Source: an optimization exercise on an open RTL-to-GDS flow (aim: small area and few clock cycles). Production flows keep margins and buffers that such runs may drop. RTL that was checked went through simulation tests only; none was proved equivalent to the original. Only the layout flow was run in runs 1 and 7; the RTL was not checked for function there.

==> design/flow/design.v <==
`timescale 1ns/1ns
module mul_divider
(
    input   wire    rst,
    input   wire    clk,
    output  wire    muldiv_int,
                                        input   wire    muldiv_cn_wctrl,
                                        input   wire    muldiv_ar_wctrl,
    output  wire  [7:0] muldiv_br,      input   wire    muldiv_br_wctrl,
    output  wire  [7:0] muldiv_hr,      input   wire    muldiv_hr_wctrl,
    output  wire  [7:0] muldiv_cr,      input   wire    muldiv_cr_wctrl,
    input   wire  [7:0] dbus_wdata
  );
reg           muldiv_f;
reg           muldiv_md;       
reg   [1:0]   muldiv_sm;       
reg   [7:0]   ar_reg;
reg   [7:0]   br_reg;
reg   [7:0]   hr_reg;
reg   [7:0]   cr_reg;
reg   [2:0]   cnt_reg;
wire          muldiv_run = |cnt_reg;
assign  muldiv_br   =br_reg;
assign  muldiv_hr   =hr_reg;
assign  muldiv_cr   =cr_reg;
assign  muldiv_int  = muldiv_f;
wire  [7:0] a0 = muldiv_ar_wctrl ? dbus_wdata : ar_reg;
wire  [7:0] b0 = muldiv_br_wctrl ? dbus_wdata : br_reg;
wire  [7:0] h0 = muldiv_hr_wctrl ? dbus_wdata : hr_reg;
wire        start = (muldiv_cn_wctrl & dbus_wdata[5])
                  | (muldiv_ar_wctrl & (muldiv_sm==2'h1))
                  | (muldiv_br_wctrl & (muldiv_sm==2'h2))
                  | (muldiv_hr_wctrl & (muldiv_sm==2'h3));
wire        md_eff = muldiv_cn_wctrl ? dbus_wdata[3] : muldiv_md;
wire        last   = ~start & (cnt_reg == 3'h7);
function [9:0] add9;
  input [8:0] a;
  input [8:0] b;
  input       cin;
  reg   [9:0] g, p, gg, pp, ng, np;
  integer i, l, d;
  begin
    g  = {a & b, cin};
    p  = {a ^ b, 1'b0};
    gg = g; pp = p;
    for (l = 0; l < 4; l = l + 1)
    begin
      d  = 1 << l;
      ng = gg; np = pp;
      for (i = 0; i < 10; i = i + 1)
        if ((i / d) % 2 == 1)
        begin
          ng[i] = gg[i] | (pp[i] & gg[(i / d) * d - 1]);
          np[i] = pp[i] & pp[(i / d) * d - 1];
        end
      gg = ng; pp = np;
    end
    add9 = {gg[9], p[9:1] ^ gg[8:0]};
  end
endfunction
wire  [7:0]    m_h = muldiv_run ? hr_reg : 8'h0;
wire  [7:0]    m_c = muldiv_run ? cr_reg : a0;
wire  [8:0]    m_p0 = {1'b0, b0 & {8{m_c[0]}}};
wire  [8:0]    m_p1 = {b0 & {8{m_c[1]}}, 1'b0};
wire  [8:0]    m_p2 = {1'b0, m_h};
wire  [8:0]    m_sv = m_p0 ^ m_p1 ^ m_p2;
wire  [8:0]    m_cv = {(m_p0[7:0] & m_p1[7:0]) | (m_p0[7:0] & m_p2[7:0]) | (m_p1[7:0] & m_p2[7:0]), 1'b0};
wire  [9:0]    m_s;
wire  [15:0]   m_next = {m_s, m_c[7:2]};
reg   [7:0]  r_rem;
reg   [15:0] r_x;
reg   [8:0]  r_t;
reg   [9:0]  r_d;
reg   [9:0]  r_s;
integer j;
always @*
begin
  r_rem = muldiv_run ? cr_reg : 8'h0;
  r_x   = {h0, b0};
  for (j = 0; j < 2; j = j + 1)
  begin
    r_t   = {r_rem, r_x[15]};
    if (j == 0)
    begin
      r_d = add9(md_eff ? r_t : m_sv, md_eff ? ~{1'b0, a0} : m_cv, md_eff);
      r_s = r_d;
    end
    else
      r_d = add9(r_t, ~{1'b0, a0}, 1'b1);
    r_d[9] = ~r_d[9];
    r_rem = r_d[9] ? r_t[7:0] : r_d[7:0];
    r_x   = {r_x[14:0], ~r_d[9]};
  end
end
assign m_s = r_s;
always
@(negedge rst or posedge clk)
begin
  if(~rst)
  begin
    {muldiv_f,muldiv_md,muldiv_sm}<=4'h0;
    ar_reg <=8'h0;
    br_reg <=8'h0;
    hr_reg <=8'h0;
    cr_reg <=8'h0;
    cnt_reg <=3'h0;
  end
  else
  begin
    if(muldiv_cn_wctrl) begin {muldiv_f,muldiv_md,muldiv_sm}<={dbus_wdata[6],dbus_wdata[3],dbus_wdata[1:0]}; cnt_reg<=3'h0; end
    if(muldiv_ar_wctrl) ar_reg<=dbus_wdata;
    if(muldiv_br_wctrl) br_reg<=dbus_wdata;
    if(muldiv_hr_wctrl) hr_reg<=dbus_wdata;
    if(muldiv_cr_wctrl) cr_reg<=dbus_wdata;
    if(start | (muldiv_run & ~muldiv_cn_wctrl))
    begin
      cnt_reg <= start ? (md_eff ? 3'h1 : 3'h5) : cnt_reg + 1'b1;
      muldiv_f <= last;
      if(~md_eff)
        {hr_reg,cr_reg} <= m_next;
      else
      begin
        {hr_reg,br_reg} <= r_x;
        cr_reg <= r_rem;
      end
    end
  end
end
endmodule
==> design/flow/flow/run.sh <==
#!/bin/bash
# Standard layout (the standard.sh), with the port buffers made from the
# smallest buffer cell instead of the default one, and a clock tree without dummy loads.
export BUFFER_PORTS_ARGS="-buffer_cell sky130_fd_sc_hd__buf_1"
export CTS_ARGS="-sink_clustering_enable -repair_clock_nets -dont_use_dummy_load"
bash standard.sh > standard.log 2>&1
==> design/flow/standard.sh <==
#!/bin/bash
# synth_recipe.tcl (not shown) runs the flow's synth.tcl, then flattens the netlist and writes it again
# the make line also repeats each setting of config.mk as NAME=value (left out here)
make -C /OpenROAD-flow-scripts/flow DESIGN_CONFIG=/design/flow/config.mk WORK_HOME=/design/flow/orfs CLKGATE_MAP_FILE= SYNTH_SCRIPT=/design/flow/synth_recipe.tcl "${@:-finish}"
==> design/flow/config.mk <==
export PLATFORM = sky130hd
export DESIGN_NAME = mul_divider
export DESIGN_NICKNAME = mul_divider
export VERILOG_FILES = /design/flow/design.v
export SDC_FILE = /design/flow/constraint.sdc
export NUM_CORES = 4
export LEC_CHECK = 0
export ABC_AREA = 1
export CAP_MARGIN = 20
export CORE_MARGIN = 2
export CORE_UTILIZATION = 40
export GPL_TIMING_DRIVEN = 0
export SLEW_MARGIN = 20
==> design/flow/constraint.sdc <==
create_clock -name core_clock -period 5.0 [get_ports {clk}]
set_input_delay 1.0000 -clock core_clock [delete_from_list [all_inputs] [get_ports {clk}]]
set_output_delay 1.0000 -clock core_clock [all_outputs]
set_load 0.01 [all_outputs]
==> impl_metrics.env, run 1 <==
export IMPL_status="complete, but fails checks"
export IMPL_so_faults="negative setup slack"
export IMPL_antennaDiodeCount=0
export IMPL_r2r_cells=33
export IMPL_syn_instance_count=507
export IMPL_worst_slew_pin_slew_ns=0.898
export IMPL_slowest_delay_ns=0.50
export IMPL_avgSynthCellArea_um2=6.91
export IMPL_start_util=0.408
export IMPL_drive_above_1_share=0.235
export IMPL_cts_path_max_buffers=2
export IMPL_yosysWarnings=1
export IMPL_path_clk_slew_ns=0.08
export IMPL_numCtsBuffers=5
export IMPL_wl_per_cell_um=17.1
export IMPL_fin_skew_ns=0.0200
export IMPL_drcViolationCount=0
export IMPL_ios=40
export IMPL_syn_nets=556
export IMPL_synth_distinct_cells=34
export IMPL_synthFlopType="dfrtp_1"
export IMPL_whs_ns=0.522
export IMPL_relSlewSlack=0.395
export IMPL_core_rowCount=34
export IMPL_dieArea_um2=9530
export IMPL_seq_area_frac_synth=0.278
export IMPL_gp_congestion=0.934
export IMPL_fin_ws_ns=-0.0633
export IMPL_antenna_found_initial=0
export IMPL_cts_max_level=2
export IMPL_grt_pass1_wl_mm=18.5
export IMPL_syn_area_um2=3510
export IMPL_clock_latency_ns=0.29
export IMPL_start_kind="primary input"
export IMPL_io_buffer_count=38
export IMPL_min_path_cells=2
export IMPL_final_core_util=0.525
export IMPL_clock_fmax_ghz=0.198
export IMPL_drv_slew=0
export IMPL_cts_sinks=39
export IMPL_grt_pass1_vias=3532
export IMPL_worstSetupEndpointType="flip-flop"
export IMPL_setup_tns_ns=-0.496
export IMPL_synth_edff_count=0
export IMPL_cts_root_buffer="clkbuf_8"
export IMPL_nFillCells=902
export IMPL_cts_tree="done"
export IMPL_period_minus_slack_ns=5.06
export IMPL_cp_common_cell="nand2_2"
export IMPL_synth_common_cells="nand2_1, inv_1, o21ai_0, dfrtp_1, nor2_1"
export IMPL_yosysTopAreaCell="dfrtp_1"
export IMPL_core_um2=8590
export IMPL_die_width_um=97.6
export IMPL_cp_max_fo=6
export IMPL_via_count=3647
export IMPL_dp_cells=654
export IMPL_grt_usage=0.248
export IMPL_synth_most_common_cell="nand2_1"
export IMPL_setup_viol=9
export IMPL_postCtsHoldBufs=0
export IMPL_place_area_um2=3850
export IMPL_area_growth_pct=28.6
export IMPL_synth_area_leaders="dfrtp_1, nand2_1, o21ai_0"
export IMPL_routed_wl_mm=11.8
export IMPL_drtAntennaViolNets=0
export IMPL_grt_max_degree=22
export IMPL_stdcell_area_um2=4510
export IMPL_grt_ovfl_total=0
export IMPL_finalHoldViolations=0
export IMPL_worstPathArrival_ns=5.21
export IMPL_drt_iter0_drc=250
export IMPL_hold_class="flip-flop to flip-flop"
export IMPL_worst_ep_required_time_ns=5.15
export IMPL_rsz0062_at_grt="yes"
export IMPL_async_reset_ff_frac=1.00
export IMPL_synth_seq_cells=39
export IMPL_crit_type="primary input to flip-flop"
export IMPL_synth_top_area_share=0.278
export IMPL_final_cells=690
export IMPL_die_h_um=97.6
export IMPL_fin_nets=633
export IMPL_avgViaCountPerCell=5.29
export IMPL_fin_crit_sh=1.01
export IMPL_crit_path_top_delay_cell="fa_1"
export IMPL_preCtsSetupSlack_ns=-1.18
export IMPL_firstDrtPassIters=5
export IMPL_dp_hpwl_mm=9.13
export IMPL_maxCapViolCount=0
-- final cells by class --
type                    count  area, µm²  share of cell area
plain buffers              16        105              0.0233
clock buffers               5       68.8              0.0153
inverters                  85        322              0.0713
multi-input cells         367       2450               0.543
flip-flops and latches     39        976               0.216
well taps                 108        135              0.0300
repair buffers             70        453               0.100
-- worst paths after layout --
kind,slack [ns],from,endpoint
setup / recovery,-0.06,muldiv_ar_wctrl,br_reg[0]
hold / removal,0.52,cr_reg[0],cr_reg[0]
setup reg to reg,0.04,cnt_reg[1],br_reg[0]
hold reg to reg,0.52,cr_reg[0],cr_reg[0]
max in group asynchronous,3.84,rst,hr_reg[3]
min in group asynchronous,0.66,rst,muldiv_sm[1]
-- cells in the final DEF, fill, tap and decap left out, types with 2 or more instances in the layout --
master,Yosys,routed
clkbuf_4,0,2
nor2_1,33,27
nand3_1,26,19
inv_1,82,74
buf_6,0,5
o21ai_0,69,58
o21ai_4,0,5
fa_2,0,2
ha_4,0,5
a21oi_4,1,5
nand2_4,5,8
o21ai_1,3,6
dfrtp_1,39,39
a21oi_2,3,4
xor2_1,4,4
nor2_4,0,2
inv_2,3,10
o211ai_1,2,2
buf_2,7,7
nor2_2,0,4
buf_1,1,36
xnor2_1,5,4
o22ai_1,4,4
a21oi_1,15,10
clkbuf_1,7,3
buf_4,0,25
buf_12,1,3
nand2_2,6,20
o21ai_2,3,6
nand3_2,1,8
clkbuf_8,0,5
clkbuf_2,0,3
fa_1,13,11
nand2_1,144,127
ha_1,21,16
-- critical path: cells and delay by family --
kind | cells | cell delay (ns)
AND/OR/NAND/NOR | 10 | 0.85
buffers and inverters | 8 | 0.79
XOR/XNOR | 1 | 0.21
AO/OA/AOI/OAI | 7 | 0.95
adder cells (fa/ha/maj) | 4 | 1.38
-- kinds of logic (layout without fill, tap and decap cells) --
logic type | Yosys count | count (layout) | share of synthesized area
adders and majority gates | 34 | 34 | 0.149
DFF | 39 | 39 | 0.278
buffers and inverters | 101 | 176 | 0.115
xor gates and xnor gates | 9 | 9 | 0.0225
and+or+nand+nor | 220 | 220 | 0.269
AOI/OAI and AO/OA | 104 | 104 | 0.166
-- per-layer routing --
layer | track usage | routed length (µm)
met1 | 0.348 | 5240
met2 | 0.403 | 5520
met3 | 0.0367 | 852
met4 | 0.0620 | 197
met5 | 0 | 0
-- repair_timing --
item | 4_1_cts | 5_1_grt
endpoints found under the setup margin | 9 | 9
gates resized for setup | 41 | 57
pin swaps | 19 | 42
buffers inserted | 15 | 16
==> inputs of run 2 (changes only) <==
--- a/design/flow/design.v
+++ b/design/flow/design.v
@@ -67,4 +67,6 @@
 wire  [8:0]    m_cv = {(m_p0[7:0] & m_p1[7:0]) | (m_p0[7:0] & m_p2[7:0]) | (m_p1[7:0] & m_p2[7:0]), 1'b0};
-wire  [9:0]    m_s;
+wire  [9:0]    m_s = add9(m_sv, m_cv, 1'b0);
 wire  [15:0]   m_next = {m_s, m_c[7:2]};
+wire         d_skip = ~muldiv_run & ~muldiv_ar_wctrl & ~muldiv_hr_wctrl
+                    & ({2'b0, hr_reg[7:2]} < ar_reg);
 reg   [7:0]  r_rem;
@@ -73,3 +75,2 @@
 reg   [9:0]  r_d;
-reg   [9:0]  r_s;
 integer j;
@@ -77,4 +78,4 @@
 begin
-  r_rem = muldiv_run ? cr_reg : 8'h0;
-  r_x   = {h0, b0};
+  r_rem = muldiv_run ? cr_reg : (d_skip ? {2'b0, hr_reg[7:2]} : 8'h0);
+  r_x   = d_skip ? {hr_reg[1:0], b0, 6'h0} : {h0, b0};
   for (j = 0; j < 2; j = j + 1)
@@ -82,9 +83,3 @@
     r_t   = {r_rem, r_x[15]};
-    if (j == 0)
-    begin
-      r_d = add9(md_eff ? r_t : m_sv, md_eff ? ~{1'b0, a0} : m_cv, md_eff);
-      r_s = r_d;
-    end
-    else
-      r_d = add9(r_t, ~{1'b0, a0}, 1'b1);
+    r_d   = add9(r_t, ~{1'b0, a0}, 1'b1);
     r_d[9] = ~r_d[9];
@@ -94,3 +89,2 @@
 end
-assign m_s = r_s;
 always
@@ -116,3 +110,3 @@
     begin
-      cnt_reg <= start ? (md_eff ? 3'h1 : 3'h5) : cnt_reg + 1'b1;
+      cnt_reg <= start ? (md_eff ? (d_skip ? 3'h4 : 3'h1) : 3'h5) : cnt_reg + 1'b1;
       muldiv_f <= last;
--- a/design/flow/config.mk
+++ b/design/flow/config.mk
@@ -10,4 +10,5 @@
 export CORE_MARGIN = 2
-export CORE_UTILIZATION = 40
+export CORE_UTILIZATION = 60
 export GPL_TIMING_DRIVEN = 0
+export PLACE_DENSITY = 0.75
 export SLEW_MARGIN = 20
==> impl_metrics.env, run 2 <==
export IMPL_core_rowCount=29
export IMPL_area_growth_pct=10.5
export IMPL_cts_tree="done"
export IMPL_synth_area_leaders="dfrtp_1, nand2_1, ha_1"
export IMPL_hold_class="flip-flop to flip-flop"
export IMPL_die_h_um=84.0
export IMPL_layout_commonest_cell="nand2_1"
export IMPL_synth_top_area_share=0.254
export IMPL_crit_path_top_delay_cell="ha_1"
export IMPL_drtAntennaViolNets=0
export IMPL_cts_sinks=39
export IMPL_worst_ep_required_time_ns=5.19
export IMPL_use_met1=0.444
export IMPL_stdcell_area_um2=4240
export IMPL_maxCapViolCount=0
export IMPL_syn_area_um2=3840
export IMPL_ios=40
export IMPL_finalHoldViolations=0
export IMPL_async_reset_ff_frac=1.00
export IMPL_cp_common_cell="nand2_1"
export IMPL_dp_cells=673
export IMPL_grt_pass1_wl_mm=18.1
export IMPL_worstSetupEndpointType="flip-flop"
export IMPL_die_width_um=84.0
export IMPL_syn_nets=618
export IMPL_drt_iter0_drc=367
export IMPL_period_minus_slack_ns=4.73
export IMPL_numCtsBuffers=5
export IMPL_fin_nets=669
export IMPL_final_core_util=0.676
export IMPL_crit_type="primary input to flip-flop"
export IMPL_clock_latency_ns=0.29
export IMPL_io_buffer_count=38
export IMPL_grt_busiest_layer="met2"
export IMPL_core_um2=6280
export IMPL_clock_fmax_ghz=0.211
export IMPL_fin_crit_sh=0.946
export IMPL_start_util=0.611
export IMPL_dp_hpwl_mm=8.80
export IMPL_slowest_delay_ns=0.31
export IMPL_grt_use_met2=0.527
export IMPL_start_kind="primary input"
export IMPL_preCtsSetupSlack_ns=-0.396
export IMPL_synth_edff_count=0
export IMPL_wl_per_cell_um=16.4
export IMPL_cts_max_level=2
export IMPL_path_clk_slew_ns=0.08
export IMPL_met3_usage=0.0524
export IMPL_cts_path_max_buffers=2
export IMPL_dieArea_um2=7050
export IMPL_fin_ws_ns=0.271
export IMPL_routed_wl_mm=11.2
export IMPL_synth_common_cells="nand2_1, inv_1, o21ai_0, dfrtp_1, nor2_1"
export IMPL_syn_instance_count=557
export IMPL_synth_seq_cells=39
export IMPL_nFillCells=565
export IMPL_yosysTopAreaCell="dfrtp_1"
export IMPL_worst_slew_pin_slew_ns=0.746
export IMPL_grt_ovfl_total=0
export IMPL_setup_viol=0
export IMPL_cts_root_buffer="clkbuf_8"
export IMPL_fin_skew_ns=0.0144
export IMPL_relSlewSlack=0.497
export IMPL_worstPathArrival_ns=4.92
export IMPL_drcViolationCount=0
export IMPL_firstDrtPassIters=5
export IMPL_status="no timing/DRC/antenna violations"
export IMPL_avgSynthCellArea_um2=6.89
export IMPL_grt_usage=0.323
export IMPL_synth_distinct_cells=40
export IMPL_gp_congestion=0.940
export IMPL_place_area_um2=4100
export IMPL_synth_most_common_cell="nand2_1"
export IMPL_via_count=3951
export IMPL_antenna_found_initial=0
export IMPL_drv_slew=0
export IMPL_seq_area_frac_synth=0.254
export IMPL_cp_max_fo=10
export IMPL_final_cell_mix="nand2_1, inv_1, o21ai_0"
export IMPL_drive_above_1_share=0.114
export IMPL_yosysWarnings=1
export IMPL_final_cells=683
export IMPL_grt_pass1_vias=3756
export IMPL_grt_max_degree=28
export IMPL_antennaDiodeCount=0
export IMPL_avgViaCountPerCell=5.78
export IMPL_synthFlopType="dfrtp_1"
==> run 2: cell count changes after synthesis, moves of 6 or more <==
cell     delta
ha_1       +11
o21ai_1    +20
nand2_1    +14
inv_2      +11
o21ai_0    -21
a21oi_1     +6
==> run 2: layout make-up <==
class / count / area, µm² / area share
multi-input cells: 409 / 2460 / 0.580
flip-flops and latches: 39 / 976 / 0.230
inverters: 98 / 374 / 0.0882
repair buffers: 43 / 194 / 0.0457
well taps: 77 / 96.3 / 0.0227
plain buffers: 12 / 73.8 / 0.0174
clock buffers: 5 / 68.8 / 0.0162
==> run 2: metrics by stage <==
stage          hold WS [ns]  TNS, ns
2_1_floorplan         0.527        0
3_3_place_gp          0.481    -2.15
3_5_place_dp          0.486    -3.20
4_1_cts               0.504        0
5_1_grt               0.550  -0.0425
6_report              0.508        0
==> run 2: worst paths after layout <==
path,start,endpoint,slack (ns),cells after the start
setup / recovery,muldiv_ar_wctrl,cr_reg[0],0.27,30
hold / removal,cr_reg[0],cr_reg[0],0.51,2
setup reg to reg,cnt_reg[0],cr_reg[0],0.38,32
hold reg to reg,cr_reg[0],cr_reg[0],0.51,2
max in group asynchronous,rst,hr_reg[3],3.93,2
min in group asynchronous,rst,muldiv_sm[1],0.59,1
==> run 2: logic make-up (layout without fill, tap and decap cells) <==
group | after synthesis | count (layout) | synth area share
AND/OR/NAND/NOR | 246 | 246 | 0.277
buffers and inverters | 110 | 158 | 0.115
AO/OA/AOI/OAI | 107 | 108 | 0.156
adder cells (fa/ha/maj) | 46 | 46 | 0.177
flip-flops | 39 | 39 | 0.254
XOR/XNOR | 9 | 9 | 0.0205
==> run 2: worst max-delay path: cells and delay by family <==
| kind | cells | cell delay [ns] |
|---|---|---|
| AND/OR/NAND/NOR | 17 | 1.79 |
| adder cells (fa/ha/maj) | 2 | 0.49 |
| AO/OA/AOI/OAI | 4 | 0.77 |
| buffers and inverters | 7 | 0.83 |
==> run 2: what timing repair did <==
action | CTS | global route
hold buffers | 0 | 0
gates cloned | 0 | 1
gates resized for setup | 1 | 11
setup buffers | 0 | 4
pin swaps | 0 | 3
setup endpoints to repair | 7 | 11
hold endpoints to repair | 0 | 0
==> run 2: routing by layer <==
metal	wire length, µm	part of all wire
met5	0	0
met1	4790	0.43
met4	186	0.017
met2	5150	0.46
met3	1070	0.096
Testbench counts of run 2, summed over its fixed seeds: cycles 138,347.
==> inputs of run 3 (changes only) <==
--- a/design/flow/design.v
+++ b/design/flow/design.v
@@ -69,4 +69,4 @@
 wire  [15:0]   m_next = {m_s, m_c[7:2]};
-wire         d_skip = ~muldiv_run & ~muldiv_ar_wctrl & ~muldiv_hr_wctrl
-                    & ({2'b0, hr_reg[7:2]} < ar_reg);
+wire         d_skip = ~muldiv_run & (muldiv_ar_wctrl ? (dbus_wdata[7] | dbus_wdata[6])
+                                                     : (ar_reg[7] | ar_reg[6]));
 reg   [7:0]  r_rem;
@@ -78,4 +78,4 @@
 begin
-  r_rem = muldiv_run ? cr_reg : (d_skip ? {2'b0, hr_reg[7:2]} : 8'h0);
-  r_x   = d_skip ? {hr_reg[1:0], b0, 6'h0} : {h0, b0};
+  r_rem = muldiv_run ? cr_reg : (d_skip ? {2'b0, h0[7:2]} : 8'h0);
+  r_x   = d_skip ? {h0[1:0], b0, 6'h0} : {h0, b0};
   for (j = 0; j < 2; j = j + 1)
--- a/design/flow/config.mk
+++ b/design/flow/config.mk
@@ -10,5 +10,4 @@
 export CORE_MARGIN = 2
-export CORE_UTILIZATION = 60
+export CORE_UTILIZATION = 40
 export GPL_TIMING_DRIVEN = 0
-export PLACE_DENSITY = 0.75
 export SLEW_MARGIN = 20
==> impl_metrics.env, run 3 <==
export IMPL_avgSynthCellArea_um2=7.19
export IMPL_grt_max_degree=29
export IMPL_period_minus_slack_ns=4.61
export IMPL_setup_worst_path_start="muldiv_ar_wctrl"
export IMPL_core_um2=9150
export IMPL_register_area_um2=976
export IMPL_firstDrtPassIters=5
export IMPL_dp_hpwl_mm=8.54
export IMPL_cts_max_level=2
export IMPL_grt_pass1_wl_mm=17.4
export IMPL_fin_nets=622
export IMPL_yosysTopAreaCell="dfrtp_1"
export IMPL_final_core_util=0.450
export IMPL_drive_above_1_share=0.119
export IMPL_routed_wl_mm=10.7
export IMPL_cp_max_fo=8
export IMPL_io_buffer_count=37
export IMPL_dieArea_um2=10200
export IMPL_gp_congestion=0.869
export IMPL_cts_root_buffer="clkbuf_8"
export IMPL_drt_iter0_drc=204
export IMPL_async_reset_ff_frac=1.00
export IMPL_layout_commonest_cell="nand2_1"
export IMPL_setup_viol=0
export IMPL_preCtsSetupSlack_ns=-0.102
export IMPL_fin_ws_ns=0.388
export IMPL_die_h_um=101
export IMPL_worstPathArrival_ns=4.78
export IMPL_r2r_start="cnt_reg[0]"
export IMPL_multi_input_area_um2=2330
export IMPL_synth_edff_count=0
export IMPL_synth_most_common_cell="nand2_1"
export IMPL_worst_ep_required_time_ns=5.17
export IMPL_finalHoldViolations=0
export IMPL_seq_area_frac_synth=0.261
export IMPL_syn_nets=577
export IMPL_syn_area_um2=3740
export IMPL_post_cts_resized=0
export IMPL_rsz0062_at_grt="no"
export IMPL_numCtsBuffers=5
export IMPL_worst_slew_pin_slew_ns=0.786
export IMPL_synth_distinct_cells=43
export IMPL_grt_ovfl_total=0
export IMPL_via_count=3514
export IMPL_nFillCells=960
export IMPL_min_delay_start="cr_reg[1]"
export IMPL_relSlewSlack=0.471
export IMPL_core_rowCount=35
export IMPL_fin_crit_sh=0.922
export IMPL_avgViaCountPerCell=5.21
export IMPL_synth_area_leaders="dfrtp_1, nand2_1, ha_1"
export IMPL_path_clk_slew_ns=0.07
export IMPL_drv_slew=0
export IMPL_final_cells=675
export IMPL_hold_class="flip-flop to flip-flop"
export IMPL_antenna_found_initial=0
export IMPL_start_kind="primary input"
export IMPL_final_cell_mix="nand2_1, inv_1, o21ai_0"
export IMPL_synth_top_area_share=0.261
export IMPL_postCtsHoldBufs=0
export IMPL_dp_cells=670
export IMPL_cts_path_max_buffers=2
export IMPL_cts_setup_buffers=0
export IMPL_crit_type="primary input to flip-flop"
export IMPL_yosysWarnings=1
export IMPL_drtAntennaViolNets=0
export IMPL_cts_sinks=39
export IMPL_die_width_um=101
export IMPL_antennaDiodeCount=0
export IMPL_area_growth_pct=10.0
export IMPL_worstSetupEndpointType="flip-flop"
export IMPL_synth_seq_cells=39
export IMPL_maxCapViolCount=0
export IMPL_ios=40
export IMPL_drcViolationCount=0
export IMPL_wl_per_cell_um=15.9
export IMPL_fin_skew_ns=0.0106
export IMPL_grt_usage=0.221
export IMPL_status="no timing/DRC/antenna violations"
export IMPL_clock_latency_ns=0.29
export IMPL_synthFlopType="dfrtp_1"
export IMPL_start_util=0.409
export IMPL_clock_fmax_ghz=0.217
export IMPL_grt_pass1_vias=3375
export IMPL_cts_tree="done"
export IMPL_syn_instance_count=521
export IMPL_synth_common_cells="nand2_1, inv_1, o21ai_0, nor2_1, dfrtp_1"
run 3: worst paths after layout:
| path | to | slack [ns] | cells after the start |
|---|---|---|---|
| worst max-delay path | hr_reg[5] | 0.39 | 21 |
| max in group asynchronous | cr_reg[1] | 3.95 | 2 |
| worst min register to register | cr_reg[1] | 0.51 | 2 |
| min in group asynchronous | br_reg[5] | 0.59 | 1 |
| worst max register to register | cr_reg[2] | 0.62 | 26 |
| worst min-delay path | cr_reg[1] | 0.51 | 2 |
run 3: cells by family (layout without fill, tap and decap cells):
family,after synthesis,count (layout),synth area share
buf+inv,102,145,0.118
compound gates,108,108,0.176
simple gates,224,224,0.264
xor+xnor,7,7,0.0164
fa+ha+maj,41,41,0.165
flops,39,39,0.261
run 3: per-layer routing:
metal / wire length (µm) / GRT usage / part of all wire
met5: 0 / 0 / 0
met4: 122 / 0.0432 / 0.011
met3: 451 / 0.0229 / 0.042
met2: 4840 / 0.352 / 0.45
met1: 5290 / 0.327 / 0.49
run 3: cell type report:
type	instances	share of cell area
multi-input cells	380	0.566
flip-flops and latches	39	0.237
inverters	88	0.0802
repair buffers	38	0.0389
well taps	111	0.0337
plain buffers	14	0.0273
clock buffers	5	0.0167
run 3: stage by stage:
stage,setup TNS (ns),cell area [µm²],hold slack (ns)
floorplan,0,3740,0.502
global placement,-0.0518,4020,0.491
detailed placement,-0.102,4040,0.499
CTS,0,4110,0.515
global route,0,4120,0.535
finish,0,4120,0.512
run 3: critical path: stages:
cell,delay [ns]
buf_1,0.19
inv_2,0.11
nand2_1,0.07
o21ai_0,0.23
o21ai_2,0.48
nor2_1,0.12
fa_1,0.57
ha_1,0.15
inv_1,0.05
fa_1,0.39
inv_1,0.10
nand3_1,0.07
nand2_1,0.10
nand2_1,0.06
nand2_1,0.09
nand2_1,0.05
nand2_1,0.10
fa_1,0.43
nand2_1,0.08
nand2_1,0.05
o32a_1,0.30
Testbench counts of run 3, summed over its fixed seeds: cycles 135,911.
==> inputs of run 4 (changes only) <==
--- a/design/flow/config.mk
+++ b/design/flow/config.mk
@@ -10,4 +10,6 @@
 export CORE_MARGIN = 2
-export CORE_UTILIZATION = 40
+export CORE_UTILIZATION = 60
+export GPL_ROUTABILITY_DRIVEN = 0
 export GPL_TIMING_DRIVEN = 0
+export PLACE_DENSITY = 0.75
 export SLEW_MARGIN = 20
==> impl_metrics.env, run 4 <==
export IMPL_status="no timing/DRC/antenna violations"
export IMPL_yosysTopAreaCell="dfrtp_1"
export IMPL_worst_ep_required_time_ns=5.16
export IMPL_relSlewSlack=0.480
export IMPL_ff2ff_setup_slack_ns=0.51
export IMPL_period_minus_slack_ns=4.75
export IMPL_io_buffer_count=37
export IMPL_preCtsSetupSlack_ns=0.0182
export IMPL_hold_end="cr_reg[5]"
export IMPL_grt_usage=0.314
export IMPL_layout_commonest_cell="nand2_1"
export IMPL_finalHoldViolations=0
export IMPL_final_cells=640
export IMPL_drt_iter0_drc=319
export IMPL_r2r_start="cnt_reg[0]"
export IMPL_hold_class="flip-flop to flip-flop"
export IMPL_area_growth_pct=8.69
export IMPL_clock_latency_ns=0.29
export IMPL_cp_top_family="adder cells"
export IMPL_cts_max_level=2
export IMPL_path_clk_slew_ns=0.07
export IMPL_post_cts_resized=0
export IMPL_cts_sinks=39
export IMPL_numCtsBuffers=5
export IMPL_cp_max_fo=10
export IMPL_yosysWarnings=1
export IMPL_syn_area_um2=3740
export IMPL_path_cells="buf_1 -> buf_2 -> nand2_1 -> nand2_1 -> o21ai_1 -> nor2_1 -> fa_1 -> ha_1 -> inv_1 -> fa_1 -> inv_1 -> nand3_1 -> nand2_1 -> nand2_1 -> nand2_1 -> nand2_1 -> nand2_1 -> fa_1 -> nand2_1 -> nand2_1 -> o32a_1"
export IMPL_worst_slew_pin_slew_ns=0.772
export IMPL_die_h_um=83
export IMPL_syn_instance_count=521
export IMPL_ios=40
export IMPL_rsz0062_at_grt="no"
export IMPL_synth_distinct_cells=43
export IMPL_core_um2=5990
export IMPL_final_cell_mix="nand2_1, inv_1, o21ai_0"
export IMPL_seq_area_frac_synth=0.261
export IMPL_cts_path_max_buffers=2
export IMPL_crit_path_top_delay_cell="o21ai_1"
export IMPL_min_path_cells=2
export IMPL_async_reset_ff_frac=1.00
export IMPL_final_core_util=0.679
export IMPL_dp_cells=634
export IMPL_dp_hpwl_mm=8.27
export IMPL_synth_edff_count=0
export IMPL_drive_above_1_share=0.115
export IMPL_grt_ovfl_total=0
export IMPL_worstSetupEndpointType="flip-flop"
export IMPL_synthFlopType="dfrtp_1"
export IMPL_fin_nets=622
export IMPL_die_width_um=83
export IMPL_syn_nets=577
export IMPL_synth_seq_cells=39
export IMPL_cts_tree="done"
export IMPL_fin_ws_ns=0.246
export IMPL_drv_slew=0
export IMPL_postCtsHoldBufs=0
export IMPL_antenna_found_initial=0
export IMPL_maxCapViolCount=0
export IMPL_drtAntennaViolNets=0
export IMPL_routed_wl_mm=10.3
export IMPL_slowest_delay_ns=0.64
export IMPL_r2r_end="hr_reg[5]"
export IMPL_firstDrtPassIters=5
export IMPL_dieArea_um2=6890
export IMPL_path_buf_inv=4
export IMPL_crit_type="primary input to flip-flop"
export IMPL_nFillCells=542
export IMPL_synth_area_leaders="dfrtp_1, nand2_1, ha_1"
export IMPL_setup_tns_ns=0
export IMPL_fin_crit_sh=0.951
export IMPL_synth_most_common_cell="nand2_1"
export IMPL_min_delay_start="cr_reg[5]"
export IMPL_core_rowCount=28
export IMPL_clock_fmax_ghz=0.210
export IMPL_start_kind="primary input"
export IMPL_grt_pass1_wl_mm=17.3
export IMPL_grt_pass1_vias=3590
export IMPL_cts_setup_buffers=0
export IMPL_cts_root_buffer="clkbuf_8"
export IMPL_synth_top_area_share=0.261
export IMPL_grt_max_degree=28
export IMPL_via_count=3599
export IMPL_r2r_cells=21
export IMPL_wl_per_cell_um=16.1
export IMPL_synth_common_cells="nand2_1, inv_1, o21ai_0, nor2_1, dfrtp_1"
export IMPL_worstPathArrival_ns=4.91
export IMPL_setup_viol=0
export IMPL_avgViaCountPerCell=5.62
export IMPL_cp_depth=21
export IMPL_cp_common_cell="nand2_1"
export IMPL_avgSynthCellArea_um2=7.19
export IMPL_drcViolationCount=0
export IMPL_start_util=0.625
export IMPL_fin_skew_ns=0.0175
-- run 4: worst max-delay path by stage --
stage / endpoint / slack, ns / startpoint
2_1_floorplan: hr_reg[5] / 0.76 / muldiv_ar_wctrl
3_3_place_gp: hr_reg[5] / 0.07 / muldiv_ar_wctrl
3_5_place_dp: hr_reg[5] / 0.02 / muldiv_ar_wctrl
4_1_cts: hr_reg[5] / 0.30 / muldiv_ar_wctrl
5_1_grt: hr_reg[5] / 0.05 / muldiv_ar_wctrl
6_report: hr_reg[5] / 0.25 / muldiv_ar_wctrl
-- run 4: area by class of cell --
| type | instances | area (µm²) | area share |
|---|---|---|---|
| multi-input cells | 380 | 2330 | 0.571 |
| flip-flops and latches | 39 | 976 | 0.240 |
| inverters | 88 | 330 | 0.0812 |
| repair buffers | 38 | 160 | 0.0393 |
| plain buffers | 14 | 113 | 0.0277 |
| well taps | 75 | 93.8 | 0.0231 |
| clock buffers | 5 | 68.8 | 0.0169 |
| diodes | 1 | 2.50 | 0.000615 |
-- run 4: logic make-up after synthesis --
logic type	Yosys count	synth area share
and+or+nand+nor	224	0.264
xor gates and xnor gates	7	0.0164
AOI/OAI and AO/OA	108	0.176
buffers and inverters	102	0.118
adders and majority gates	41	0.165
DFF	39	0.261
-- run 4: through the flow --
stage | cell area (µm²) | hold slack, ns
global route | 4070 | 0.545
finish | 4070 | 0.514
global placement | 3980 | 0.492
CTS | 4070 | 0.521
detailed placement | 4000 | 0.505
floorplan | 3740 | 0.502
-- run 4: metal layers --
metal	vias up	wire (µm)	track usage	part of all wire
met3	24	658	0.0417	0.064
met4	0	266	0.115	0.026
li1	1749	-	-	-
met5	-	0	0	0
met1	1684	4840	0.447	0.47
met2	142	4530	0.490	0.44
-- run 4: worst reg2reg max path, cell delays in order (launching register included) --
cell      delay [ns]
dfrtp_1         0.39
inv_1           0.10
ha_1            0.20
nand2_4         0.10
clkbuf_1        0.25
o21ai_1         0.64
nor2_1          0.14
fa_1            0.57
ha_1            0.14
inv_1           0.05
fa_1            0.36
inv_1           0.10
nand3_1         0.08
nand2_1         0.10
nand2_1         0.05
nand2_1         0.09
nand2_1         0.06
nand2_1         0.09
fa_1            0.41
nand2_1         0.08
nand2_1         0.05
o32a_1          0.30
==> inputs of run 5 (changes only) <==
--- a/design/flow/config.mk
+++ b/design/flow/config.mk
@@ -11,3 +11,2 @@
 export CORE_UTILIZATION = 60
-export GPL_ROUTABILITY_DRIVEN = 0
 export GPL_TIMING_DRIVEN = 0
==> impl_metrics.env, run 5 <==
export IMPL_crit_type="primary input to flip-flop"
export IMPL_cts_sinks=39
export IMPL_synth_common_cells="nand2_1, inv_1, o21ai_0, nor2_1, dfrtp_1"
export IMPL_synth_simple_area_share=0.264
export IMPL_period_minus_slack_ns=4.78
export IMPL_synth_top_area_share=0.261
export IMPL_top_layer="met4"
export IMPL_yosysWarnings=1
export IMPL_die_width_um=83
export IMPL_async_reset_ff_frac=1.00
export IMPL_synth_compound_area_frac=0.176
export IMPL_core_rowCount=28
export IMPL_fin_crit_sh=0.955
export IMPL_postCtsHoldBufs=0
export IMPL_worstSetupEndpointType="flip-flop"
export IMPL_maxCapViolCount=0
export IMPL_synth_seq_cells=39
export IMPL_grt_pass1_wl_mm=17.5
export IMPL_yosysTopAreaCell="dfrtp_1"
export IMPL_clock_latency_ns=0.29
export IMPL_worst_slew_pin_slew_ns=0.812
export IMPL_ff2ff_setup_slack_ns=0.49
export IMPL_gp_congestion=0.942
export IMPL_cts_tree="done"
export IMPL_firstDrtPassIters=6
export IMPL_cts_root_buffer="clkbuf_8"
export IMPL_synth_distinct_cells=43
export IMPL_grt_max_degree=22
export IMPL_core_um2=5990
export IMPL_ios=40
export IMPL_finalHoldViolations=0
export IMPL_seq_area_frac_synth=0.261
export IMPL_synth_area_leaders="dfrtp_1, nand2_1, ha_1"
export IMPL_final_cell_mix="nand2_1, inv_1, o21ai_0"
export IMPL_post_cts_resized=0
export IMPL_syn_nets=577
export IMPL_met1_length_mm=4.65
export IMPL_synthFlopType="dfrtp_1"
export IMPL_routed_wl_mm=10.5
export IMPL_synth_top_family_by_area="simple AND/OR/NAND/NOR gates"
export IMPL_drive_above_1_share=0.117
export IMPL_antennaDiodeCount=0
export IMPL_area_growth_pct=8.92
export IMPL_clock_fmax_ghz=0.209
export IMPL_synth_mux_area_frac=0
export IMPL_start_kind="primary input"
export IMPL_synth_edff_count=0
export IMPL_cts_path_max_buffers=2
export IMPL_fin_nets=622
export IMPL_syn_instance_count=521
export IMPL_synth_most_common_cell="nand2_1"
export IMPL_cts_max_level=2
export IMPL_setup_tns_ns=0
export IMPL_dp_hpwl_mm=8.43
export IMPL_multi_input_area_um2=2330
export IMPL_io_buffer_count=37
export IMPL_worst_ep_required_time_ns=5.17
export IMPL_die_h_um=83
export IMPL_synth_xor_area_frac=0.0164
export IMPL_nFillCells=560
export IMPL_status="no timing/DRC/antenna violations"
export IMPL_route_met3_wl_um=858
export IMPL_layout_commonest_cell="nand2_1"
export IMPL_start_util=0.625
export IMPL_grt_usage=0.315
export IMPL_drtAntennaViolNets=0
export IMPL_setup_viol=0
export IMPL_relSlewSlack=0.453
export IMPL_avgViaCountPerCell=5.68
export IMPL_drt_iter0_drc=316
export IMPL_worstPathArrival_ns=4.94
export IMPL_syn_area_um2=3740
export IMPL_cp_max_fo=10
export IMPL_wl_per_cell_um=16.4
export IMPL_register_area_um2=976
export IMPL_dieArea_um2=6890
export IMPL_wl_met2_mm=4.69
export IMPL_antenna_found_initial=0
export IMPL_drv_slew=0
export IMPL_hold_class="flip-flop to flip-flop"
export IMPL_fin_skew_ns=0.0105
export IMPL_path_clk_slew_ns=0.07
export IMPL_drcViolationCount=0
export IMPL_numCtsBuffers=5
export IMPL_synthAdderAreaFrac=0.165
export IMPL_grt_pass1_vias=3538
export IMPL_avgSynthCellArea_um2=7.19
export IMPL_grt_ovfl_total=0
export IMPL_cts_setup_buffers=0
export IMPL_via_count=3632
export IMPL_rsz0062_at_grt="no"
==> run 5: cell counts after synthesis <==
No cell type changed its count.
==> run 5: through the flow <==
step / instances / utilization / area, µm² / setup WS [ns] / hold slack, ns
floorplan: 521 / - / 3740 / 0.764 / 0.502
detailed placement: 634 / 0.669 / 4010 / 0.0128 / 0.499
global route: 639 / 0.681 / 4080 / 0.00273 / 0.545
global placement: 633 / 0.664 / 3980 / 0.0582 / 0.492
CTS: 639 / 0.680 / 4080 / 0.292 / 0.519
finish: 639 / 0.681 / 4080 / 0.223 / 0.522
==> run 5: logic make-up (layout without fill, tap and decap cells) <==
kind of cell	count (synthesis)	count (layout)
adders and majority gates	41	41
DFF	39	39
xor gates and xnor gates	7	7
and+or+nand+nor	224	224
AOI/OAI and AO/OA	108	108
buffers and inverters	102	145
==> run 5: layout make-up <==
| cell class | count | area share |
|---|---|---|
| plain buffers | 14 | 0.0276 |
| inverters | 88 | 0.0810 |
| repair buffers | 38 | 0.0411 |
| flip-flops and latches | 39 | 0.239 |
| well taps | 75 | 0.0230 |
| clock buffers | 5 | 0.0169 |
| multi-input cells | 380 | 0.571 |
==> run 5: path summary, 6_finish.rpt <==
path                                end  cells after the start             from
setup / recovery              hr_reg[5]                     21  muldiv_ar_wctrl
hold / removal                cr_reg[3]                      2        cr_reg[3]
setup reg to reg              hr_reg[5]                     21       cnt_reg[0]
hold reg to reg               cr_reg[3]                      2        cr_reg[3]
max in group asynchronous     hr_reg[7]                      2              rst
min in group asynchronous  muldiv_sm[0]                      1              rst
==> run 5: worst max-delay path, stage by stage <==
cell and delay, ns:
buf_1 0.12, buf_2 0.21, nand2_1 0.09, nand2_1 0.20, o21ai_1 0.65, nor2_1 0.15
fa_1 0.54, ha_1 0.14, inv_1 0.05, fa_1 0.35, inv_1 0.11, nand3_1 0.08
nand2_1 0.10, nand2_1 0.06, nand2_1 0.09, nand2_1 0.06, nand2_1 0.10, fa_1 0.43
nand2_1 0.08, nand2_1 0.05, o32a_1 0.29
==> run 5: per-layer routing <==
layer  GRT usage  vias to the layer above
met3      0.0487                       25
met4      0.0671                        0
met2       0.494                      146
met5           0                        -
li1            -                     1751
met1       0.462                     1710
==> inputs of run 6 (changes only) <==
==> design/flow/run.sh (new file) <==
#!/bin/bash
# synth_recipe.tcl (not shown) runs the flow's synth.tcl, then flattens the netlist and writes it again
# the make line also repeats each setting of config.mk as NAME=value (left out here)
make -C /OpenROAD-flow-scripts/flow DESIGN_CONFIG=/design/flow/config.mk WORK_HOME=/design/flow/orfs CLKGATE_MAP_FILE= SYNTH_SCRIPT=/design/flow/synth_recipe.tcl finish
removed: design/flow/flow/run.sh
removed: design/flow/standard.sh
==> impl_metrics.env, run 6 <==
export IMPL_ff2ff_setup_slack_ns=0.63
export IMPL_avgViaCountPerCell=5.76
export IMPL_synth_area_leaders="dfrtp_1, nand2_1, ha_1"
export IMPL_met3_usage=0.0477
export IMPL_synth_most_common_cell="nand2_1"
export IMPL_fin_skew_ns=0.0153
export IMPL_r2r_start="cnt_reg[0]"
export IMPL_finalHoldViolations=0
export IMPL_r2r_cells=29
export IMPL_cp_common_cell="nand2_1"
export IMPL_via_count=3712
export IMPL_grt_use_met2=0.516
export IMPL_cp_top_family="adder cells"
export IMPL_synth_seq_cells=39
export IMPL_crit_path_top_delay_cell="clkdlybuf4s50_1"
export IMPL_worst_slew_pin_slew_ns=0.705
export IMPL_synth_common_cells="nand2_1, inv_1, o21ai_0, nor2_1, dfrtp_1"
export IMPL_yosysWarnings=1
export IMPL_antennaDiodeCount=0
export IMPL_setup_tns_ns=0
export IMPL_cts_sinks=39
export IMPL_syn_instance_count=521
export IMPL_path_cells="clkdlybuf4s50_1 -> buf_2 -> nand2_1 -> o21ai_1 -> nor2_1 -> fa_1 -> ha_1 -> inv_1 -> fa_1 -> inv_1 -> nand3_1 -> nand2_1 -> nand2_1 -> nand2_1 -> nand2_1 -> nand2_1 -> fa_1 -> nand2_1 -> nand2_1 -> o32a_1"
export IMPL_crit_path_end="hr_reg[5]"
export IMPL_cts_root_buffer="clkbuf_8"
export IMPL_synth_distinct_cells=43
export IMPL_fin_crit_sh=0.960
export IMPL_io_buffer_count=37
export IMPL_routed_wl_mm=10.8
export IMPL_grt_max_degree=24
export IMPL_min_delay_start="cr_reg[3]"
export IMPL_final_cell_mix="nand2_1, inv_1, nor2_1"
export IMPL_worstPathArrival_ns=4.98
export IMPL_core_rowCount=28
export IMPL_setup_viol=0
export IMPL_start_util=0.625
export IMPL_layout_commonest_cell="nand2_1"
export IMPL_start_kind="primary input"
export IMPL_grt_busiest_layer="met2"
export IMPL_synthFlopType="dfrtp_1"
export IMPL_clock_fmax_ghz=0.208
export IMPL_whs_ns=0.521
export IMPL_syn_nets=577
export IMPL_status="no timing/DRC/antenna violations"
export IMPL_grt_pass1_vias=3574
export IMPL_slowest_delay_ns=0.63
export IMPL_yosysTopAreaCell="dfrtp_1"
export IMPL_fin_nets=624
export IMPL_antenna_found_initial=0
export IMPL_drv_slew=0
export IMPL_seq_area_frac_synth=0.261
export IMPL_firstDrtPassIters=5
export IMPL_core_um2=5990
export IMPL_worst_ep_required_time_ns=5.18
export IMPL_period_minus_slack_ns=4.80
export IMPL_worstSetupEndpointType="flip-flop"
export IMPL_hold_class="flip-flop to flip-flop"
export IMPL_grt_ovfl_total=0
export IMPL_ios=40
export IMPL_gp_congestion=0.916
export IMPL_wl_per_cell_um=16.8
export IMPL_avgSynthCellArea_um2=7.19
export IMPL_cts_path_max_buffers=2
export IMPL_die_h_um=83
export IMPL_crit_type="primary input to flip-flop"
export IMPL_r2r_end="cr_reg[3]"
export IMPL_path_buf_inv=4
export IMPL_maxCapViolCount=0
export IMPL_setup_worst_path_start="muldiv_br_wctrl"
export IMPL_drt_iter0_drc=398
export IMPL_grt_pass1_wl_mm=17.9
export IMPL_area_growth_pct=16.4
export IMPL_cts_max_level=2
export IMPL_grt_usage=0.325
export IMPL_synth_top_area_share=0.261
export IMPL_cp_max_fo=10
export IMPL_synth_edff_count=0
export IMPL_drcViolationCount=0
export IMPL_dp_hpwl_mm=8.52
export IMPL_clock_latency_ns=0.31
export IMPL_relSlewSlack=0.525
export IMPL_cp_depth=20
export IMPL_syn_area_um2=3740
export IMPL_async_reset_ff_frac=1.00
export IMPL_die_width_um=83
export IMPL_dieArea_um2=6890
export IMPL_cts_tree="done"
export IMPL_path_clk_slew_ns=0.07
export IMPL_use_met1=0.467
export IMPL_drive_above_1_share=0.135
export IMPL_drtAntennaViolNets=0
export IMPL_numCtsBuffers=5
-- run 6: per-layer routing --
metal,share of wire,vias to the layer above
met3,0.083,34
met1,0.45,1731
met5,0,-
li1,-,1767
met2,0.45,180
met4,0.024,0
-- run 6: how the worst min path moves through the flow --
| stage | end | slack [ns] | cells after the start |
|---|---|---|---|
| floorplan | muldiv_sm[0] | 0.50 | 2 |
| global placement | cr_reg[0] | 0.51 | 2 |
| detailed placement | cr_reg[3] | 0.50 | 2 |
| CTS | cr_reg[3] | 0.53 | 2 |
| global route | cr_reg[0] | 0.55 | 2 |
| finish | cr_reg[3] | 0.52 | 2 |
-- run 6: worst reg2reg max path, delay by kind of cell (launching register included) --
| kind | cells | cell delay, ns |
|---|---|---|
| simple gates | 17 | 1.73 |
| compound gates | 3 | 0.51 |
| fa+ha+maj | 3 | 0.84 |
| flops | 1 | 0.36 |
| buf+inv | 6 | 0.83 |
-- run 6: cell type report --
class	instances	area, µm²
buffer	14	113
clock buffer	7	76.3
clock inverter	1	5.00
fill	505	1630
inverter	88	330
multi-input combinational	380	2350
sequential	39	976
tap	75	93.8
timing repair buffer	40	413
-- run 6: stage by stage --
stage	cells	area, µm²	util	setup WS (ns)
final	644	4360	0.728	0.201
after detailed placement	634	4230	0.706	-0.445
after CTS	642	4320	0.721	0.0341
after global routing	644	4360	0.728	-0.00752
after floorplan	521	3740	-	0.764
after global placement	633	4210	0.703	-0.359
-- run 6: logic make-up after synthesis --
group / count (synthesis) / share of synthesized area
DFF: 39 / 0.261
xor gates and xnor gates: 7 / 0.0164
adders and majority gates: 41 / 0.165
and+or+nand+nor: 224 / 0.264
buffers and inverters: 102 / 0.118
AOI/OAI and AO/OA: 108 / 0.176
-- run 6: timing repair --
action                     in CTS  in global routing
hold buffers                    0                  0
setup endpoints to repair       2                 11
buffers inserted                0                  2
resized for setup               2                 16
==> inputs of run 7 (changes only) <==
--- a/design/flow/design.v
+++ b/design/flow/design.v
@@ -39,21 +39,19 @@
   input       cin;
-  reg   [9:0] g, p, gg, pp, ng, np;
-  integer i, l, d;
+  reg   [8:0] g, p;
+  reg   [9:0] c;
+  reg         gg, pp;
+  integer i, k;
   begin
-    g  = {a & b, cin};
-    p  = {a ^ b, 1'b0};
-    gg = g; pp = p;
-    for (l = 0; l < 4; l = l + 1)
+    g = a & b;
+    p = a ^ b;
+    c[0] = cin;
+    for (k = 0; k < 3; k = k + 1)
     begin
-      d  = 1 << l;
-      ng = gg; np = pp;
-      for (i = 0; i < 10; i = i + 1)
-        if ((i / d) % 2 == 1)
-        begin
-          ng[i] = gg[i] | (pp[i] & gg[(i / d) * d - 1]);
-          np[i] = pp[i] & pp[(i / d) * d - 1];
-        end
-      gg = ng; pp = np;
+      gg = g[3*k+2] | (p[3*k+2] & g[3*k+1]) | (p[3*k+2] & p[3*k+1] & g[3*k]);
+      pp = p[3*k+2] & p[3*k+1] & p[3*k];
+      c[3*k+1] = g[3*k]   | (p[3*k]   & c[3*k]);
+      c[3*k+2] = g[3*k+1] | (p[3*k+1] & g[3*k]) | (p[3*k+1] & p[3*k] & c[3*k]);
+      c[3*k+3] = gg | (pp & c[3*k]);
     end
-    add9 = {gg[9], p[9:1] ^ gg[8:0]};
+    add9 = {c[9], p ^ c[8:0]};
   end
@@ -69,4 +67,2 @@
 wire  [15:0]   m_next = {m_s, m_c[7:2]};
-wire         d_skip = ~muldiv_run & (muldiv_ar_wctrl ? (dbus_wdata[7] | dbus_wdata[6])
-                                                     : (ar_reg[7] | ar_reg[6]));
 reg   [7:0]  r_rem;
@@ -78,4 +74,4 @@
 begin
-  r_rem = muldiv_run ? cr_reg : (d_skip ? {2'b0, h0[7:2]} : 8'h0);
-  r_x   = d_skip ? {h0[1:0], b0, 6'h0} : {h0, b0};
+  r_rem = muldiv_run ? cr_reg : 8'h0;
+  r_x   = {h0, b0};
   for (j = 0; j < 2; j = j + 1)
@@ -110,3 +106,3 @@
     begin
-      cnt_reg <= start ? (md_eff ? (d_skip ? 3'h4 : 3'h1) : 3'h5) : cnt_reg + 1'b1;
+      cnt_reg <= start ? (md_eff ? 3'h1 : 3'h5) : cnt_reg + 1'b1;
       muldiv_f <= last;
==> design/flow/flow/run.sh (new file) <==
#!/bin/bash
# Standard layout (the standard.sh), with the port buffers made from the
# smallest buffer cell instead of the default one, and a clock tree without dummy loads.
export BUFFER_PORTS_ARGS="-buffer_cell sky130_fd_sc_hd__buf_1"
export CTS_ARGS="-sink_clustering_enable -repair_clock_nets -dont_use_dummy_load"
bash standard.sh > standard.log 2>&1
==> design/flow/standard.sh (new file) <==
#!/bin/bash
# synth_recipe.tcl (not shown) runs the flow's synth.tcl, then flattens the netlist and writes it again
# the make line also repeats each setting of config.mk as NAME=value (left out here)
make -C /OpenROAD-flow-scripts/flow DESIGN_CONFIG=/design/flow/config.mk WORK_HOME=/design/flow/orfs CLKGATE_MAP_FILE= SYNTH_SCRIPT=/design/flow/synth_recipe.tcl "${@:-finish}"
removed: design/flow/run.sh
==> impl_metrics.env, run 7 <==
export IMPL_crit_path_top_delay_cell="fa_1"
export IMPL_async_reset_ff_frac=1.00
export IMPL_dp_hpwl_mm=7.39
export IMPL_nFillCells=514
export IMPL_die_h_um=80.2
export IMPL_cts_max_level=2
export IMPL_start_util=0.629
export IMPL_clock_fmax_ghz=0.212
export IMPL_syn_area_um2=3480
export IMPL_seq_area_frac_synth=0.280
export IMPL_hold_class="flip-flop to flip-flop"
export IMPL_syn_instance_count=479
export IMPL_maxCapViolCount=0
export IMPL_avgSynthCellArea_um2=7.27
export IMPL_register_area_um2=976
export IMPL_whs_ns=0.526
export IMPL_synth_most_common_cell="nand2_1"
export IMPL_fin_nets=582
export IMPL_fin_crit_sh=0.942
export IMPL_core_rowCount=27
export IMPL_finalHoldViolations=0
export IMPL_drt_iter0_drc=223
export IMPL_routed_wl_mm=9.56
export IMPL_die_width_um=80.2
export IMPL_worst_slew_pin_slew_ns=0.809
export IMPL_period_minus_slack_ns=4.71
export IMPL_status="no timing/DRC/antenna violations"
export IMPL_antenna_found_initial=0
export IMPL_wl_per_cell_um=16.1
export IMPL_min_path_cells=2
export IMPL_firstDrtPassIters=6
export IMPL_synth_top_area_share=0.280
export IMPL_drive_above_1_share=0.0728
export IMPL_grt_ovfl_total=0
export IMPL_avgViaCountPerCell=5.63
export IMPL_antennaDiodeCount=0
export IMPL_grt_pass1_vias=3229
export IMPL_dieArea_um2=6430
export IMPL_synth_area_leaders="dfrtp_1, nand2_1, ha_1"
export IMPL_layout_commonest_cell="nand2_1"
export IMPL_fin_skew_ns=0.0123
export IMPL_rsz0062_at_grt="no"
export IMPL_cts_tree="done"
export IMPL_area_growth_pct=10.5
export IMPL_synth_distinct_cells=32
export IMPL_setup_viol=0
export IMPL_via_count=3346
export IMPL_io_buffer_count=37
export IMPL_grt_max_degree=32
export IMPL_postCtsHoldBufs=0
export IMPL_core_um2=5540
export IMPL_worstPathArrival_ns=4.89
export IMPL_syn_nets=537
export IMPL_drv_slew=0
export IMPL_cts_sinks=39
export IMPL_drcViolationCount=0
export IMPL_cp_max_fo=10
export IMPL_path_clk_slew_ns=0.06
export IMPL_relSlewSlack=0.455
export IMPL_start_kind="primary input"
export IMPL_gp_congestion=0.912
export IMPL_final_cell_mix="nand2_1, inv_1, o21ai_0"
export IMPL_worst_ep_required_time_ns=5.18
export IMPL_r2r_cells=29
export IMPL_worstSetupEndpointType="flip-flop"
export IMPL_numCtsBuffers=5
export IMPL_multi_input_area_um2=2190
export IMPL_yosysWarnings=1
export IMPL_final_cells=594
export IMPL_cts_root_buffer="clkbuf_8"
export IMPL_drtAntennaViolNets=0
export IMPL_clock_latency_ns=0.30
export IMPL_cp_common_cell="nand2_1"
export IMPL_synthFlopType="dfrtp_1"
export IMPL_synth_seq_cells=39
export IMPL_grt_pass1_wl_mm=15.2
export IMPL_synth_common_cells="nand2_1, inv_1, o21ai_0, dfrtp_1, nor2_1"
export IMPL_ios=40
export IMPL_slowest_delay_ns=0.42
export IMPL_grt_usage=0.315
export IMPL_yosysTopAreaCell="dfrtp_1"
export IMPL_dp_cells=589
export IMPL_crit_type="primary input to flip-flop"
export IMPL_cts_path_max_buffers=2
export IMPL_synth_edff_count=0
run 7: cell types whose count changed in the layout (fill, tap and decap cells not counted), moves of 6 or more:
cell and change:
buf_1 +35, clkdlybuf4s50_1 -34, nand3_1 +15, inv_2 -13, nand2_1 -13, o21ai_0 +12
o21ai_1 -10, o22ai_1 -9, nor2_1 -8, nand2_2 -6
run 7: logic make-up (layout without fill, tap and decap cells):
kind of cell | count (synthesis) | after routing | share of synthesized area
AO/OA/AOI/OAI | 89 | 89 | 0.143
multiplexers | 5 | 5 | 0.0144
AND/OR/NAND/NOR | 204 | 204 | 0.246
flip-flops | 39 | 39 | 0.280
adder cells (fa/ha/maj) | 43 | 43 | 0.185
buffers and inverters | 87 | 130 | 0.101
XOR/XNOR | 12 | 12 | 0.0302
run 7: path summary, 6_finish.rpt:
path	startpoint	endpoint	slack [ns]
worst max-delay path	muldiv_ar_wctrl	cr_reg[7]	0.29
worst min-delay path	cr_reg[5]	cr_reg[5]	0.53
worst max register to register	cnt_reg[0]	cr_reg[7]	0.35
worst min register to register	cr_reg[5]	cr_reg[5]	0.53
max in group asynchronous	rst	cr_reg[6]	3.99
min in group asynchronous	rst	br_reg[3]	0.56
run 7: repair_timing:
item	4_1_cts	5_1_grt
setup buffers	0	0
endpoints found under the setup margin	9	10
gates resized for setup	3	13
run 7: routing by layer:
layer,vias to the layer above,wire [µm],global-route usage
li1,1622,-,-
met1,1571,4230,0.406
met2,123,4530,0.526
met3,30,479,0.0360
met4,0,323,0.151
met5,-,0,0
run 7: stage by stage:
step,TNS (ns),setup WS (ns),instance area [µm²],utilization
after detailed placement,-5.50,-0.650,3730,0.674
after floorplan,0,0.428,3480,-
after global routing,0,0.000516,3850,0.695
after CTS,0,0.0857,3810,0.687
after global placement,-3.67,-0.464,3710,0.670
final,0,0.290,3850,0.695
run 7: final cells by class:
cell class	count	area share
buffer	13	0.0205
clock buffer	5	0.0179
inverter	74	0.0731
multi-input combinational	353	0.570
sequential	39	0.253
tap	72	0.0234
timing repair buffer	38	0.0419
run 7: worst max-delay path, delay by kind of cell:
family	cells	cell delay (ns)
AO/OA/AOI/OAI	2	0.32
XOR/XNOR	1	0.16
adder cells (fa/ha/maj)	3	1.13
buffers and inverters	5	0.71
AND/OR/NAND/NOR	16	1.56

## separate check: timing with driven ports
In the flow no input, the clock included, has a driving cell. The finished layouts below were timed again as built, in two steps.
Step 1 sets driving cells, clkbuf_16 on the clock port and buf_2 on the other inputs (assumed; they add their load-dependent delay and slew).
Step 2, shift: input delay + t, output delay - t, t = (earliest + latest rising clock arrival at the registers) / 2. This alone moves slack from input paths to output paths.
a / b / c = ideal ports / drivers / drivers and shift; a / b = the first two.
run | t, ns | slack for setup (ns) | hold slack, ns | latest minus earliest clock arrival (ns) | cell pins on the clock port's net
run 1 | 0.314 | -0.063 / -0.089 / -0.403 | 0.522 / 0.522 / 0.522 | 0.020 / 0.020 | 1
run 2 | 0.314 | 0.271 / 0.274 / -0.040 | 0.508 / 0.508 / 0.508 | 0.014 / 0.014 | 1
run 3 | 0.318 | 0.388 / 0.392 / 0.075 | 0.512 / 0.512 / 0.512 | 0.011 / 0.011 | 1
run 4 | 0.315 | 0.246 / 0.248 / -0.067 | 0.514 / 0.514 / 0.514 | 0.018 / 0.018 | 1
run 5 | 0.312 | 0.223 / 0.222 / -0.091 | 0.522 / 0.522 / 0.522 | 0.011 / 0.011 | 1
run 6 | 0.328 | 0.201 / 0.208 / -0.120 | 0.521 / 0.521 / 0.521 | 0.016 / 0.015 | 1
run 7 | 0.321 | 0.290 / 0.296 / -0.025 | 0.526 / 0.526 / 0.526 | 0.012 / 0.012 | 1
Met with ideal ports but missed after step 2: setup timing in 5 of these runs. For run 1, which loses most, drivers alone change the setup slack by -0.026 ns; drivers and shift together by -0.340 ns.
